Source: an optimization exercise on an open RTL-to-GDS flow (aim: small area). Production flows keep margins and buffers that such runs may drop.
Function was checked by simulation only, so behaviour that the tests miss may differ from the original.
Power figures rest on the tool's default switching activity, not on a simulated workload.

## design.v

```verilog
module exponent_multiplier (
    i_clk, i_rst_n,
    i_load, i_start, i_select,
    i_A, i_B,
    o_done, led_select, o_P,
    seg_i_A_ten, seg_i_A_unit,
    seg_i_B_ten, seg_i_B_unit,
    seg_o_P_thousand, seg_o_P_hundred, seg_o_P_ten, seg_o_P_unit
);
    input wire i_clk, i_rst_n;
    input wire i_load, i_start, i_select;
    input [3:0] i_A, i_B;
    output reg o_done, led_select;
    output wire [29:0] o_P;
    output reg [6:0] seg_i_A_ten, seg_i_A_unit;
    output reg [6:0] seg_i_B_ten, seg_i_B_unit;
    output wire [6:0] seg_o_P_thousand, seg_o_P_hundred, seg_o_P_ten, seg_o_P_unit;
    reg [1:0] state;
    reg [4:0] cnt;
    reg [3:0] reg_A, reg_B;
    always @(posedge i_clk or negedge i_rst_n) begin
        if (!i_rst_n) begin
            state <= 2'd0;
            cnt <= 5'd0;
            reg_A <= 4'd0;
            reg_B <= 4'd0;
            o_done <= 1'b0;
            led_select <= 1'b0;
        end else begin
            case (state)
            2'd0: begin
                o_done <= 1'b0;
                led_select <= 1'b0;
                cnt <= 5'd0;
                if (!i_load) begin
                    reg_A <= i_A;
                    reg_B <= i_B;
                    state <= 2'd1;
                end
            end
            2'd1: if (!i_start) state <= 2'd2;
            2'd2: if (i_start) begin
                if (cnt > {1'b0, reg_B} && cnt >= 5'd5) state <= 2'd3;
                cnt <= cnt + 5'd1;
            end
            2'd3: begin
                o_done <= 1'b1;
                led_select <= !i_select;
                if (!i_start) state <= 2'd0;
            end
            endcase
        end
    end
    reg [29:0] pexp;
    always @(*) begin
        case ({reg_A, reg_B})
            8'd0: pexp = 30'd1;
            8'd1: pexp = 30'd0;
            8'd2: pexp = 30'd0;
            8'd3: pexp = 30'd0;
            8'd4: pexp = 30'd0;
            8'd5: pexp = 30'd0;
            8'd6: pexp = 30'd0;
            8'd7: pexp = 30'd0;
            8'd8: pexp = 30'd0;
            8'd9: pexp = 30'd0;
            8'd10: pexp = 30'd0;
            8'd11: pexp = 30'd0;
            8'd12: pexp = 30'd0;
            8'd13: pexp = 30'd0;
            8'd14: pexp = 30'd0;
            8'd15: pexp = 30'd0;
            8'd16: pexp = 30'd1;
            8'd17: pexp = 30'd1;
            8'd18: pexp = 30'd1;
            8'd19: pexp = 30'd1;
            8'd20: pexp = 30'd1;
            8'd21: pexp = 30'd1;
            8'd22: pexp = 30'd1;
            8'd23: pexp = 30'd1;
            8'd24: pexp = 30'd1;
            8'd25: pexp = 30'd1;
            8'd26: pexp = 30'd1;
            8'd27: pexp = 30'd1;
            8'd28: pexp = 30'd1;
            8'd29: pexp = 30'd1;
            8'd30: pexp = 30'd1;
            8'd31: pexp = 30'd1;
            8'd32: pexp = 30'd1;
            8'd33: pexp = 30'd2;
            8'd34: pexp = 30'd4;
            8'd35: pexp = 30'd8;
            8'd36: pexp = 30'd16;
            8'd37: pexp = 30'd32;
            8'd38: pexp = 30'd64;
            8'd39: pexp = 30'd128;
            8'd40: pexp = 30'd256;
            8'd41: pexp = 30'd512;
            8'd42: pexp = 30'd1024;
            8'd43: pexp = 30'd2048;
            8'd44: pexp = 30'd4096;
            8'd45: pexp = 30'd8192;
            8'd46: pexp = 30'd16384;
            8'd47: pexp = 30'd32768;
            8'd48: pexp = 30'd1;
            8'd49: pexp = 30'd3;
            8'd50: pexp = 30'd9;
            8'd51: pexp = 30'd27;
            8'd52: pexp = 30'd81;
            8'd53: pexp = 30'd243;
            8'd54: pexp = 30'd729;
            8'd55: pexp = 30'd2187;
            8'd56: pexp = 30'd6561;
            8'd57: pexp = 30'd19683;
            8'd58: pexp = 30'd59049;
            8'd59: pexp = 30'd177147;
            8'd60: pexp = 30'd531441;
            8'd61: pexp = 30'd1594323;
            8'd62: pexp = 30'd4782969;
            8'd63: pexp = 30'd14348907;
            8'd64: pexp = 30'd1;
            8'd65: pexp = 30'd4;
            8'd66: pexp = 30'd16;
            8'd67: pexp = 30'd64;
            8'd68: pexp = 30'd256;
            8'd69: pexp = 30'd1024;
            8'd70: pexp = 30'd4096;
            8'd71: pexp = 30'd16384;
            8'd72: pexp = 30'd65536;
            8'd73: pexp = 30'd262144;
            8'd74: pexp = 30'd1048576;
            8'd75: pexp = 30'd4194304;
            8'd76: pexp = 30'd16777216;
            8'd77: pexp = 30'd67108864;
            8'd78: pexp = 30'd268435456;
            8'd79: pexp = 30'd0;
            8'd80: pexp = 30'd1;
            8'd81: pexp = 30'd5;
            8'd82: pexp = 30'd25;
            8'd83: pexp = 30'd125;
            8'd84: pexp = 30'd625;
            8'd85: pexp = 30'd3125;
            8'd86: pexp = 30'd15625;
            8'd87: pexp = 30'd78125;
            8'd88: pexp = 30'd390625;
            8'd89: pexp = 30'd1953125;
            8'd90: pexp = 30'd9765625;
            8'd91: pexp = 30'd48828125;
            8'd92: pexp = 30'd244140625;
            8'd93: pexp = 30'd146961301;
            8'd94: pexp = 30'd734806505;
            8'd95: pexp = 30'd452807053;
            8'd96: pexp = 30'd1;
            8'd97: pexp = 30'd6;
            8'd98: pexp = 30'd36;
            8'd99: pexp = 30'd216;
            8'd100: pexp = 30'd1296;
            8'd101: pexp = 30'd7776;
            8'd102: pexp = 30'd46656;
            8'd103: pexp = 30'd279936;
            8'd104: pexp = 30'd1679616;
            8'd105: pexp = 30'd10077696;
            8'd106: pexp = 30'd60466176;
            8'd107: pexp = 30'd362797056;
            8'd108: pexp = 30'd29298688;
            8'd109: pexp = 30'd175792128;
            8'd110: pexp = 30'd1054752768;
            8'd111: pexp = 30'd959807488;
            8'd112: pexp = 30'd1;
            8'd113: pexp = 30'd7;
            8'd114: pexp = 30'd49;
            8'd115: pexp = 30'd343;
            8'd116: pexp = 30'd2401;
            8'd117: pexp = 30'd16807;
            8'd118: pexp = 30'd117649;
            8'd119: pexp = 30'd823543;
            8'd120: pexp = 30'd5764801;
            8'd121: pexp = 30'd40353607;
            8'd122: pexp = 30'd282475249;
            8'd123: pexp = 30'd903584919;
            8'd124: pexp = 30'd956385313;
            8'd125: pexp = 30'd252246247;
            8'd126: pexp = 30'd691981905;
            8'd127: pexp = 30'd548906039;
            8'd128: pexp = 30'd1;
            8'd129: pexp = 30'd8;
            8'd130: pexp = 30'd64;
            8'd131: pexp = 30'd512;
            8'd132: pexp = 30'd4096;
            8'd133: pexp = 30'd32768;
            8'd134: pexp = 30'd262144;
            8'd135: pexp = 30'd2097152;
            8'd136: pexp = 30'd16777216;
            8'd137: pexp = 30'd134217728;
            8'd138: pexp = 30'd0;
            8'd139: pexp = 30'd0;
            8'd140: pexp = 30'd0;
            8'd141: pexp = 30'd0;
            8'd142: pexp = 30'd0;
            8'd143: pexp = 30'd0;
            8'd144: pexp = 30'd1;
            8'd145: pexp = 30'd9;
            8'd146: pexp = 30'd81;
            8'd147: pexp = 30'd729;
            8'd148: pexp = 30'd6561;
            8'd149: pexp = 30'd59049;
            8'd150: pexp = 30'd531441;
            8'd151: pexp = 30'd4782969;
            8'd152: pexp = 30'd43046721;
            8'd153: pexp = 30'd387420489;
            8'd154: pexp = 30'd265558929;
            8'd155: pexp = 30'd242546713;
            8'd156: pexp = 30'd35436769;
            8'd157: pexp = 30'd318930921;
            8'd158: pexp = 30'd722894641;
            8'd159: pexp = 30'd63600825;
            8'd160: pexp = 30'd1;
            8'd161: pexp = 30'd10;
            8'd162: pexp = 30'd100;
            8'd163: pexp = 30'd1000;
            8'd164: pexp = 30'd10000;
            8'd165: pexp = 30'd100000;
            8'd166: pexp = 30'd1000000;
            8'd167: pexp = 30'd10000000;
            8'd168: pexp = 30'd100000000;
            8'd169: pexp = 30'd1000000000;
            8'd170: pexp = 30'd336323584;
            8'd171: pexp = 30'd142010368;
            8'd172: pexp = 30'd346361856;
            8'd173: pexp = 30'd242393088;
            8'd174: pexp = 30'd276447232;
            8'd175: pexp = 30'd616988672;
            8'd176: pexp = 30'd1;
            8'd177: pexp = 30'd11;
            8'd178: pexp = 30'd121;
            8'd179: pexp = 30'd1331;
            8'd180: pexp = 30'd14641;
            8'd181: pexp = 30'd161051;
            8'd182: pexp = 30'd1771561;
            8'd183: pexp = 30'd19487171;
            8'd184: pexp = 30'd214358881;
            8'd185: pexp = 30'd210464043;
            8'd186: pexp = 30'd167620825;
            8'd187: pexp = 30'd770087251;
            8'd188: pexp = 30'd954766993;
            8'd189: pexp = 30'd838760507;
            8'd190: pexp = 30'd636430985;
            8'd191: pexp = 30'd558289891;
            8'd192: pexp = 30'd1;
            8'd193: pexp = 30'd12;
            8'd194: pexp = 30'd144;
            8'd195: pexp = 30'd1728;
            8'd196: pexp = 30'd20736;
            8'd197: pexp = 30'd248832;
            8'd198: pexp = 30'd2985984;
            8'd199: pexp = 30'd35831808;
            8'd200: pexp = 30'd429981696;
            8'd201: pexp = 30'd864813056;
            8'd202: pexp = 30'd714080256;
            8'd203: pexp = 30'd1052770304;
            8'd204: pexp = 30'd822083584;
            8'd205: pexp = 30'd201326592;
            8'd206: pexp = 30'd268435456;
            8'd207: pexp = 30'd0;
            8'd208: pexp = 30'd1;
            8'd209: pexp = 30'd13;
            8'd210: pexp = 30'd169;
            8'd211: pexp = 30'd2197;
            8'd212: pexp = 30'd28561;
            8'd213: pexp = 30'd371293;
            8'd214: pexp = 30'd4826809;
            8'd215: pexp = 30'd62748517;
            8'd216: pexp = 30'd815730721;
            8'd217: pexp = 30'd940822957;
            8'd218: pexp = 30'd419538377;
            8'd219: pexp = 30'd85289781;
            8'd220: pexp = 30'd35025329;
            8'd221: pexp = 30'd455329277;
            8'd222: pexp = 30'd550571481;
            8'd223: pexp = 30'd714978309;
            8'd224: pexp = 30'd1;
            8'd225: pexp = 30'd14;
            8'd226: pexp = 30'd196;
            8'd227: pexp = 30'd2744;
            8'd228: pexp = 30'd38416;
            8'd229: pexp = 30'd537824;
            8'd230: pexp = 30'd7529536;
            8'd231: pexp = 30'd105413504;
            8'd232: pexp = 30'd402047232;
            8'd233: pexp = 30'd259952128;
            8'd234: pexp = 30'd418104320;
            8'd235: pexp = 30'd484751360;
            8'd236: pexp = 30'd344068096;
            8'd237: pexp = 30'd521986048;
            8'd238: pexp = 30'd865353728;
            8'd239: pexp = 30'd303792128;
            8'd240: pexp = 30'd1;
            8'd241: pexp = 30'd15;
            8'd242: pexp = 30'd225;
            8'd243: pexp = 30'd3375;
            8'd244: pexp = 30'd50625;
            8'd245: pexp = 30'd759375;
            8'd246: pexp = 30'd11390625;
            8'd247: pexp = 30'd170859375;
            8'd248: pexp = 30'd415406977;
            8'd249: pexp = 30'd862395535;
            8'd250: pexp = 30'd51031137;
            8'd251: pexp = 30'd765467055;
            8'd252: pexp = 30'd744587585;
            8'd253: pexp = 30'd431395535;
            8'd254: pexp = 30'd28482081;
            8'd255: pexp = 30'd427231215;
            default: pexp = 30'd0;
        endcase
    end
    wire [7:0] pmul = reg_A * reg_B;
    assign o_P = o_done ? (led_select ? pexp : {22'd0, pmul}) : 30'd0;
    reg [15:0] dexp, dmul;
    always @(*) begin
        case ({reg_A, reg_B})
            8'd0: begin dexp = 16'h0001; dmul = 16'h0000; end
            8'd1: begin dexp = 16'h0000; dmul = 16'h0000; end
            8'd2: begin dexp = 16'h0000; dmul = 16'h0000; end
            8'd3: begin dexp = 16'h0000; dmul = 16'h0000; end
            8'd4: begin dexp = 16'h0000; dmul = 16'h0000; end
            8'd5: begin dexp = 16'h0000; dmul = 16'h0000; end
            8'd6: begin dexp = 16'h0000; dmul = 16'h0000; end
            8'd7: begin dexp = 16'h0000; dmul = 16'h0000; end
            8'd8: begin dexp = 16'h0000; dmul = 16'h0000; end
            8'd9: begin dexp = 16'h0000; dmul = 16'h0000; end
            8'd10: begin dexp = 16'h0000; dmul = 16'h0000; end
            8'd11: begin dexp = 16'h0000; dmul = 16'h0000; end
            8'd12: begin dexp = 16'h0000; dmul = 16'h0000; end
            8'd13: begin dexp = 16'h0000; dmul = 16'h0000; end
            8'd14: begin dexp = 16'h0000; dmul = 16'h0000; end
            8'd15: begin dexp = 16'h0000; dmul = 16'h0000; end
            8'd16: begin dexp = 16'h0001; dmul = 16'h0000; end
            8'd17: begin dexp = 16'h0001; dmul = 16'h0001; end
            8'd18: begin dexp = 16'h0001; dmul = 16'h0002; end
            8'd19: begin dexp = 16'h0001; dmul = 16'h0003; end
            8'd20: begin dexp = 16'h0001; dmul = 16'h0004; end
            8'd21: begin dexp = 16'h0001; dmul = 16'h0005; end
            8'd22: begin dexp = 16'h0001; dmul = 16'h0006; end
            8'd23: begin dexp = 16'h0001; dmul = 16'h0007; end
            8'd24: begin dexp = 16'h0001; dmul = 16'h0008; end
            8'd25: begin dexp = 16'h0001; dmul = 16'h0009; end
            8'd26: begin dexp = 16'h0001; dmul = 16'h0010; end
            8'd27: begin dexp = 16'h0001; dmul = 16'h0011; end
            8'd28: begin dexp = 16'h0001; dmul = 16'h0012; end
            8'd29: begin dexp = 16'h0001; dmul = 16'h0013; end
            8'd30: begin dexp = 16'h0001; dmul = 16'h0014; end
            8'd31: begin dexp = 16'h0001; dmul = 16'h0015; end
            8'd32: begin dexp = 16'h0001; dmul = 16'h0000; end
            8'd33: begin dexp = 16'h0002; dmul = 16'h0002; end
            8'd34: begin dexp = 16'h0004; dmul = 16'h0004; end
            8'd35: begin dexp = 16'h0008; dmul = 16'h0006; end
            8'd36: begin dexp = 16'h0016; dmul = 16'h0008; end
            8'd37: begin dexp = 16'h0032; dmul = 16'h0010; end
            8'd38: begin dexp = 16'h0064; dmul = 16'h0012; end
            8'd39: begin dexp = 16'h0128; dmul = 16'h0014; end
            8'd40: begin dexp = 16'h0256; dmul = 16'h0016; end
            8'd41: begin dexp = 16'h0512; dmul = 16'h0018; end
            8'd42: begin dexp = 16'h1024; dmul = 16'h0020; end
            8'd43: begin dexp = 16'h2048; dmul = 16'h0022; end
            8'd44: begin dexp = 16'h4096; dmul = 16'h0024; end
            8'd45: begin dexp = 16'h8192; dmul = 16'h0026; end
            8'd46: begin dexp = 16'h6384; dmul = 16'h0028; end
            8'd47: begin dexp = 16'h2768; dmul = 16'h0030; end
            8'd48: begin dexp = 16'h0001; dmul = 16'h0000; end
            8'd49: begin dexp = 16'h0003; dmul = 16'h0003; end
            8'd50: begin dexp = 16'h0009; dmul = 16'h0006; end
            8'd51: begin dexp = 16'h0027; dmul = 16'h0009; end
            8'd52: begin dexp = 16'h0081; dmul = 16'h0012; end
            8'd53: begin dexp = 16'h0243; dmul = 16'h0015; end
            8'd54: begin dexp = 16'h0729; dmul = 16'h0018; end
            8'd55: begin dexp = 16'h2187; dmul = 16'h0021; end
            8'd56: begin dexp = 16'h6561; dmul = 16'h0024; end
            8'd57: begin dexp = 16'h9683; dmul = 16'h0027; end
            8'd58: begin dexp = 16'h9049; dmul = 16'h0030; end
            8'd59: begin dexp = 16'h7147; dmul = 16'h0033; end
            8'd60: begin dexp = 16'h1441; dmul = 16'h0036; end
            8'd61: begin dexp = 16'h4323; dmul = 16'h0039; end
            8'd62: begin dexp = 16'h2969; dmul = 16'h0042; end
            8'd63: begin dexp = 16'h8907; dmul = 16'h0045; end
            8'd64: begin dexp = 16'h0001; dmul = 16'h0000; end
            8'd65: begin dexp = 16'h0004; dmul = 16'h0004; end
            8'd66: begin dexp = 16'h0016; dmul = 16'h0008; end
            8'd67: begin dexp = 16'h0064; dmul = 16'h0012; end
            8'd68: begin dexp = 16'h0256; dmul = 16'h0016; end
            8'd69: begin dexp = 16'h1024; dmul = 16'h0020; end
            8'd70: begin dexp = 16'h4096; dmul = 16'h0024; end
            8'd71: begin dexp = 16'h6384; dmul = 16'h0028; end
            8'd72: begin dexp = 16'h5536; dmul = 16'h0032; end
            8'd73: begin dexp = 16'h2144; dmul = 16'h0036; end
            8'd74: begin dexp = 16'h8576; dmul = 16'h0040; end
            8'd75: begin dexp = 16'h4304; dmul = 16'h0044; end
            8'd76: begin dexp = 16'h7216; dmul = 16'h0048; end
            8'd77: begin dexp = 16'h8864; dmul = 16'h0052; end
            8'd78: begin dexp = 16'h5456; dmul = 16'h0056; end
            8'd79: begin dexp = 16'h0000; dmul = 16'h0060; end
            8'd80: begin dexp = 16'h0001; dmul = 16'h0000; end
            8'd81: begin dexp = 16'h0005; dmul = 16'h0005; end
            8'd82: begin dexp = 16'h0025; dmul = 16'h0010; end
            8'd83: begin dexp = 16'h0125; dmul = 16'h0015; end
            8'd84: begin dexp = 16'h0625; dmul = 16'h0020; end
            8'd85: begin dexp = 16'h3125; dmul = 16'h0025; end
            8'd86: begin dexp = 16'h5625; dmul = 16'h0030; end
            8'd87: begin dexp = 16'h8125; dmul = 16'h0035; end
            8'd88: begin dexp = 16'h0625; dmul = 16'h0040; end
            8'd89: begin dexp = 16'h3125; dmul = 16'h0045; end
            8'd90: begin dexp = 16'h5625; dmul = 16'h0050; end
            8'd91: begin dexp = 16'h8125; dmul = 16'h0055; end
            8'd92: begin dexp = 16'h0625; dmul = 16'h0060; end
            8'd93: begin dexp = 16'h1301; dmul = 16'h0065; end
            8'd94: begin dexp = 16'h6505; dmul = 16'h0070; end
            8'd95: begin dexp = 16'h7053; dmul = 16'h0075; end
            8'd96: begin dexp = 16'h0001; dmul = 16'h0000; end
            8'd97: begin dexp = 16'h0006; dmul = 16'h0006; end
            8'd98: begin dexp = 16'h0036; dmul = 16'h0012; end
            8'd99: begin dexp = 16'h0216; dmul = 16'h0018; end
            8'd100: begin dexp = 16'h1296; dmul = 16'h0024; end
            8'd101: begin dexp = 16'h7776; dmul = 16'h0030; end
            8'd102: begin dexp = 16'h6656; dmul = 16'h0036; end
            8'd103: begin dexp = 16'h9936; dmul = 16'h0042; end
            8'd104: begin dexp = 16'h9616; dmul = 16'h0048; end
            8'd105: begin dexp = 16'h7696; dmul = 16'h0054; end
            8'd106: begin dexp = 16'h6176; dmul = 16'h0060; end
            8'd107: begin dexp = 16'h7056; dmul = 16'h0066; end
            8'd108: begin dexp = 16'h8688; dmul = 16'h0072; end
            8'd109: begin dexp = 16'h2128; dmul = 16'h0078; end
            8'd110: begin dexp = 16'h2768; dmul = 16'h0084; end
            8'd111: begin dexp = 16'h7488; dmul = 16'h0090; end
            8'd112: begin dexp = 16'h0001; dmul = 16'h0000; end
            8'd113: begin dexp = 16'h0007; dmul = 16'h0007; end
            8'd114: begin dexp = 16'h0049; dmul = 16'h0014; end
            8'd115: begin dexp = 16'h0343; dmul = 16'h0021; end
            8'd116: begin dexp = 16'h2401; dmul = 16'h0028; end
            8'd117: begin dexp = 16'h6807; dmul = 16'h0035; end
            8'd118: begin dexp = 16'h7649; dmul = 16'h0042; end
            8'd119: begin dexp = 16'h3543; dmul = 16'h0049; end
            8'd120: begin dexp = 16'h4801; dmul = 16'h0056; end
            8'd121: begin dexp = 16'h3607; dmul = 16'h0063; end
            8'd122: begin dexp = 16'h5249; dmul = 16'h0070; end
            8'd123: begin dexp = 16'h4919; dmul = 16'h0077; end
            8'd124: begin dexp = 16'h5313; dmul = 16'h0084; end
            8'd125: begin dexp = 16'h6247; dmul = 16'h0091; end
            8'd126: begin dexp = 16'h1905; dmul = 16'h0098; end
            8'd127: begin dexp = 16'h6039; dmul = 16'h0105; end
            8'd128: begin dexp = 16'h0001; dmul = 16'h0000; end
            8'd129: begin dexp = 16'h0008; dmul = 16'h0008; end
            8'd130: begin dexp = 16'h0064; dmul = 16'h0016; end
            8'd131: begin dexp = 16'h0512; dmul = 16'h0024; end
            8'd132: begin dexp = 16'h4096; dmul = 16'h0032; end
            8'd133: begin dexp = 16'h2768; dmul = 16'h0040; end
            8'd134: begin dexp = 16'h2144; dmul = 16'h0048; end
            8'd135: begin dexp = 16'h7152; dmul = 16'h0056; end
            8'd136: begin dexp = 16'h7216; dmul = 16'h0064; end
            8'd137: begin dexp = 16'h7728; dmul = 16'h0072; end
            8'd138: begin dexp = 16'h0000; dmul = 16'h0080; end
            8'd139: begin dexp = 16'h0000; dmul = 16'h0088; end
            8'd140: begin dexp = 16'h0000; dmul = 16'h0096; end
            8'd141: begin dexp = 16'h0000; dmul = 16'h0104; end
            8'd142: begin dexp = 16'h0000; dmul = 16'h0112; end
            8'd143: begin dexp = 16'h0000; dmul = 16'h0120; end
            8'd144: begin dexp = 16'h0001; dmul = 16'h0000; end
            8'd145: begin dexp = 16'h0009; dmul = 16'h0009; end
            8'd146: begin dexp = 16'h0081; dmul = 16'h0018; end
            8'd147: begin dexp = 16'h0729; dmul = 16'h0027; end
            8'd148: begin dexp = 16'h6561; dmul = 16'h0036; end
            8'd149: begin dexp = 16'h9049; dmul = 16'h0045; end
            8'd150: begin dexp = 16'h1441; dmul = 16'h0054; end
            8'd151: begin dexp = 16'h2969; dmul = 16'h0063; end
            8'd152: begin dexp = 16'h6721; dmul = 16'h0072; end
            8'd153: begin dexp = 16'h0489; dmul = 16'h0081; end
            8'd154: begin dexp = 16'h8929; dmul = 16'h0090; end
            8'd155: begin dexp = 16'h6713; dmul = 16'h0099; end
            8'd156: begin dexp = 16'h6769; dmul = 16'h0108; end
            8'd157: begin dexp = 16'h0921; dmul = 16'h0117; end
            8'd158: begin dexp = 16'h4641; dmul = 16'h0126; end
            8'd159: begin dexp = 16'h0825; dmul = 16'h0135; end
            8'd160: begin dexp = 16'h0001; dmul = 16'h0000; end
            8'd161: begin dexp = 16'h0010; dmul = 16'h0010; end
            8'd162: begin dexp = 16'h0100; dmul = 16'h0020; end
            8'd163: begin dexp = 16'h1000; dmul = 16'h0030; end
            8'd164: begin dexp = 16'h0000; dmul = 16'h0040; end
            8'd165: begin dexp = 16'h0000; dmul = 16'h0050; end
            8'd166: begin dexp = 16'h0000; dmul = 16'h0060; end
            8'd167: begin dexp = 16'h0000; dmul = 16'h0070; end
            8'd168: begin dexp = 16'h0000; dmul = 16'h0080; end
            8'd169: begin dexp = 16'h0000; dmul = 16'h0090; end
            8'd170: begin dexp = 16'h3584; dmul = 16'h0100; end
            8'd171: begin dexp = 16'h0368; dmul = 16'h0110; end
            8'd172: begin dexp = 16'h1856; dmul = 16'h0120; end
            8'd173: begin dexp = 16'h3088; dmul = 16'h0130; end
            8'd174: begin dexp = 16'h7232; dmul = 16'h0140; end
            8'd175: begin dexp = 16'h8672; dmul = 16'h0150; end
            8'd176: begin dexp = 16'h0001; dmul = 16'h0000; end
            8'd177: begin dexp = 16'h0011; dmul = 16'h0011; end
            8'd178: begin dexp = 16'h0121; dmul = 16'h0022; end
            8'd179: begin dexp = 16'h1331; dmul = 16'h0033; end
            8'd180: begin dexp = 16'h4641; dmul = 16'h0044; end
            8'd181: begin dexp = 16'h1051; dmul = 16'h0055; end
            8'd182: begin dexp = 16'h1561; dmul = 16'h0066; end
            8'd183: begin dexp = 16'h7171; dmul = 16'h0077; end
            8'd184: begin dexp = 16'h8881; dmul = 16'h0088; end
            8'd185: begin dexp = 16'h4043; dmul = 16'h0099; end
            8'd186: begin dexp = 16'h0825; dmul = 16'h0110; end
            8'd187: begin dexp = 16'h7251; dmul = 16'h0121; end
            8'd188: begin dexp = 16'h6993; dmul = 16'h0132; end
            8'd189: begin dexp = 16'h0507; dmul = 16'h0143; end
            8'd190: begin dexp = 16'h0985; dmul = 16'h0154; end
            8'd191: begin dexp = 16'h9891; dmul = 16'h0165; end
            8'd192: begin dexp = 16'h0001; dmul = 16'h0000; end
            8'd193: begin dexp = 16'h0012; dmul = 16'h0012; end
            8'd194: begin dexp = 16'h0144; dmul = 16'h0024; end
            8'd195: begin dexp = 16'h1728; dmul = 16'h0036; end
            8'd196: begin dexp = 16'h0736; dmul = 16'h0048; end
            8'd197: begin dexp = 16'h8832; dmul = 16'h0060; end
            8'd198: begin dexp = 16'h5984; dmul = 16'h0072; end
            8'd199: begin dexp = 16'h1808; dmul = 16'h0084; end
            8'd200: begin dexp = 16'h1696; dmul = 16'h0096; end
            8'd201: begin dexp = 16'h3056; dmul = 16'h0108; end
            8'd202: begin dexp = 16'h0256; dmul = 16'h0120; end
            8'd203: begin dexp = 16'h0304; dmul = 16'h0132; end
            8'd204: begin dexp = 16'h3584; dmul = 16'h0144; end
            8'd205: begin dexp = 16'h6592; dmul = 16'h0156; end
            8'd206: begin dexp = 16'h5456; dmul = 16'h0168; end
            8'd207: begin dexp = 16'h0000; dmul = 16'h0180; end
            8'd208: begin dexp = 16'h0001; dmul = 16'h0000; end
            8'd209: begin dexp = 16'h0013; dmul = 16'h0013; end
            8'd210: begin dexp = 16'h0169; dmul = 16'h0026; end
            8'd211: begin dexp = 16'h2197; dmul = 16'h0039; end
            8'd212: begin dexp = 16'h8561; dmul = 16'h0052; end
            8'd213: begin dexp = 16'h1293; dmul = 16'h0065; end
            8'd214: begin dexp = 16'h6809; dmul = 16'h0078; end
            8'd215: begin dexp = 16'h8517; dmul = 16'h0091; end
            8'd216: begin dexp = 16'h0721; dmul = 16'h0104; end
            8'd217: begin dexp = 16'h2957; dmul = 16'h0117; end
            8'd218: begin dexp = 16'h8377; dmul = 16'h0130; end
            8'd219: begin dexp = 16'h9781; dmul = 16'h0143; end
            8'd220: begin dexp = 16'h5329; dmul = 16'h0156; end
            8'd221: begin dexp = 16'h9277; dmul = 16'h0169; end
            8'd222: begin dexp = 16'h1481; dmul = 16'h0182; end
            8'd223: begin dexp = 16'h8309; dmul = 16'h0195; end
            8'd224: begin dexp = 16'h0001; dmul = 16'h0000; end
            8'd225: begin dexp = 16'h0014; dmul = 16'h0014; end
            8'd226: begin dexp = 16'h0196; dmul = 16'h0028; end
            8'd227: begin dexp = 16'h2744; dmul = 16'h0042; end
            8'd228: begin dexp = 16'h8416; dmul = 16'h0056; end
            8'd229: begin dexp = 16'h7824; dmul = 16'h0070; end
            8'd230: begin dexp = 16'h9536; dmul = 16'h0084; end
            8'd231: begin dexp = 16'h3504; dmul = 16'h0098; end
            8'd232: begin dexp = 16'h7232; dmul = 16'h0112; end
            8'd233: begin dexp = 16'h2128; dmul = 16'h0126; end
            8'd234: begin dexp = 16'h4320; dmul = 16'h0140; end
            8'd235: begin dexp = 16'h1360; dmul = 16'h0154; end
            8'd236: begin dexp = 16'h8096; dmul = 16'h0168; end
            8'd237: begin dexp = 16'h6048; dmul = 16'h0182; end
            8'd238: begin dexp = 16'h3728; dmul = 16'h0196; end
            8'd239: begin dexp = 16'h2128; dmul = 16'h0210; end
            8'd240: begin dexp = 16'h0001; dmul = 16'h0000; end
            8'd241: begin dexp = 16'h0015; dmul = 16'h0015; end
            8'd242: begin dexp = 16'h0225; dmul = 16'h0030; end
            8'd243: begin dexp = 16'h3375; dmul = 16'h0045; end
            8'd244: begin dexp = 16'h0625; dmul = 16'h0060; end
            8'd245: begin dexp = 16'h9375; dmul = 16'h0075; end
            8'd246: begin dexp = 16'h0625; dmul = 16'h0090; end
            8'd247: begin dexp = 16'h9375; dmul = 16'h0105; end
            8'd248: begin dexp = 16'h6977; dmul = 16'h0120; end
            8'd249: begin dexp = 16'h5535; dmul = 16'h0135; end
            8'd250: begin dexp = 16'h1137; dmul = 16'h0150; end
            8'd251: begin dexp = 16'h7055; dmul = 16'h0165; end
            8'd252: begin dexp = 16'h7585; dmul = 16'h0180; end
            8'd253: begin dexp = 16'h5535; dmul = 16'h0195; end
            8'd254: begin dexp = 16'h2081; dmul = 16'h0210; end
            8'd255: begin dexp = 16'h1215; dmul = 16'h0225; end
            default: begin dexp = 16'h0000; dmul = 16'h0000; end
        endcase
    end
    wire [15:0] dig = o_done ? (led_select ? dexp : dmul) : 16'h0000;
    function [6:0] seg7(input [3:0] d);
        case (d)
            4'd0: seg7 = 7'b1000000;
            4'd1: seg7 = 7'b1111001;
            4'd2: seg7 = 7'b0100100;
            4'd3: seg7 = 7'b0110000;
            4'd4: seg7 = 7'b0011001;
            4'd5: seg7 = 7'b0010010;
            4'd6: seg7 = 7'b0000010;
            4'd7: seg7 = 7'b1111000;
            4'd8: seg7 = 7'b0000000;
            4'd9: seg7 = 7'b0010000;
            default: seg7 = 7'b1000000;
        endcase
    endfunction
    assign seg_o_P_thousand = seg7(dig[15:12]);
    assign seg_o_P_hundred  = seg7(dig[11:8]);
    assign seg_o_P_ten      = seg7(dig[7:4]);
    assign seg_o_P_unit     = seg7(dig[3:0]);
    always @(*) begin
        seg_i_A_unit = seg7(reg_A % 10);
        seg_i_A_ten  = seg7(reg_A / 10);
        seg_i_B_unit = seg7(reg_B % 10);
        seg_i_B_ten  = seg7(reg_B / 10);
    end
endmodule
```

## run.sh

```bash
#!/bin/bash
# synth_recipe.tcl (not shown) runs the flow's synth.tcl, then flattens the netlist and writes it again
# the make line also repeats each setting of config.mk as NAME=value (left out here)
make -C /OpenROAD-flow-scripts/flow DESIGN_CONFIG=/design/flow/config.mk WORK_HOME=/design/flow/orfs CLKGATE_MAP_FILE= SYNTH_SCRIPT=/design/flow/synth_recipe.tcl finish
```

## config.mk

```make
export PLATFORM = sky130hd
export DESIGN_NAME = exponent_multiplier
export DESIGN_NICKNAME = exponent_multiplier
export VERILOG_FILES = /design/flow/design.v
export SDC_FILE = /design/flow/constraint.sdc
export NUM_CORES = 4
export LEC_CHECK = 0
export ABC_AREA = 1
export CAP_MARGIN = 20
export CORE_MARGIN = 2
export CORE_UTILIZATION = 60
export PLACE_DENSITY = 0.75
export SLEW_MARGIN = 20
```

## constraint.sdc

```tcl
create_clock -name core_clock -period 50.0 [get_ports {i_clk}]
set_input_delay 10.0000 -clock core_clock [delete_from_list [all_inputs] [get_ports {i_clk}]]
set_output_delay 10.0000 -clock core_clock [all_outputs]
set_load 0.01 [all_outputs]
```

==> summary.txt, run 1 <==
- Stop stage: synthesis (1_2_yosys)
- Status: stopped before the end
- Yosys warns: 1
- Error: ERROR: TCL interpreter returned an error: Source files actually used in the design:
==> inputs of run 2 (changes only) <==
--- a/config.mk
+++ b/config.mk
@@ -13 +13,2 @@
 export SLEW_MARGIN = 20
+export SYNTH_MEMORY_MAX_BITS = 100000
==> run 2 against run 1 <==
The flow stops in global routing (5_1_grt).
==> summary.txt, run 2 <==
- Tot GR Track Use: 80.0%
- Yosys warns: 1 (unchanged)
- Synth top cells by count: nand2_1 (602), nand3_1 (222), nor2_1 (196)
- Top-area cell type share of the netlist area: 21.6%
- Hold-fix buffers, CTS: 0
- Cell Rows: 48
- Clk sink count: 17
- Number of global-route vias before repair: 16,700
- Area leader, netlist: nand2_1
- Dpl ws: 34.97 ns
- IO Port Bufs: 94
- Stop stage: global routing (5_1_grt)
- Largest net degree at the start of global routing: 71
- CTS H-tree lvls: 1
- DP Wirelength: 45,000 um
- Cell area after synthesis: 10,400 um^2
- Initial Util: 60.8%
- Root Driver: clkbuf_16
- Setup bufs post-CTS: 0
- Number of I/O pins: 101
- Async SR Flop Fraction: 100%
- Overflow after GRT: 166
- EDFF count, synth: 0
- Die extent in y: 136 um
- Error: [ERROR GRT-0116] Global routing finished with congestion. Check the congestion regions in the DRC Viewer.
- Cells after Synth: 2,022
- Largest cells by area after synthesis: nand2_1 (22%), nand3_1 (11%), ha_1 (8.6%)
- Top_reg_cell synth: dfrtp_1
- Yosys cell types: 56
- First-pass GRT wire length: 109,000 um
- Final RePlAce weighted congestion: 1.61
- Syn avg cell area: 5.16 um^2
- Register area share after synthesis: 4.08%
- Most common cell in the netlist: nand2_1
- Inserted Clock Buffers: 3
- Bufs on Longest Clock Path: 2
- Status: stopped before the end
- Die width: 136 um
- Resize count post-CTS: 0
- Register bit total from synthesis: 17
run 2: power groups by stage:
| stage | sequential, mW | combinational, mW | clock, mW |
|---|---|---|---|
| after floorplan | 0.0258 | 0.705 | 0 |
| after CTS | 0.0415 | 1.07 | 0.0165 |
| after global placement | 0.0413 | 1.06 | 0 |
| after detailed placement | 0.0418 | 1.06 | 0 |
run 2: worst max-delay path by stage:
stage	from	to	slack (ns)	cells after the start
after CTS	reg_B[0]$_DFFE_PN0P_	seg_o_P_ten[3]	34.69	20
after detailed placement	reg_B[0]$_DFFE_PN0P_	seg_o_P_ten[3]	34.97	20
after global placement	reg_B[0]$_DFFE_PN0P_	seg_o_P_ten[3]	35.05	20
after floorplan	reg_A[2]$_DFFE_PN0P_	o_P[7]	36.65	16
run 2: cells by family after synthesis:
kind of cell,after synthesis,share of synthesized area [%]
AOI/OAI and AO/OA,468,26.2
xor gates and xnor gates,3,0.252
adders and majority gates,76,9.40
buffers and inverters,336,14.5
DFF,17,4.08
other,2,0.0720
and+or+nand+nor,1120,45.6
run 2: layer usage:
metal  GRT overflow  global-route usage [%]
met4             58                    76.0
met3             20                    72.2
met1             11                    80.9
met2             73                    89.3
met5              4                    55.0
run 2: per-stage QoR:
step,instance area (um^2),hold WS [ns],utilization [%],instances
after CTS,11200,0.543,65.2,2242
after detailed placement,11100,0.532,64.7,2238
after global placement,11100,0.519,64.7,2238
after floorplan,10500,0.493,-,2026
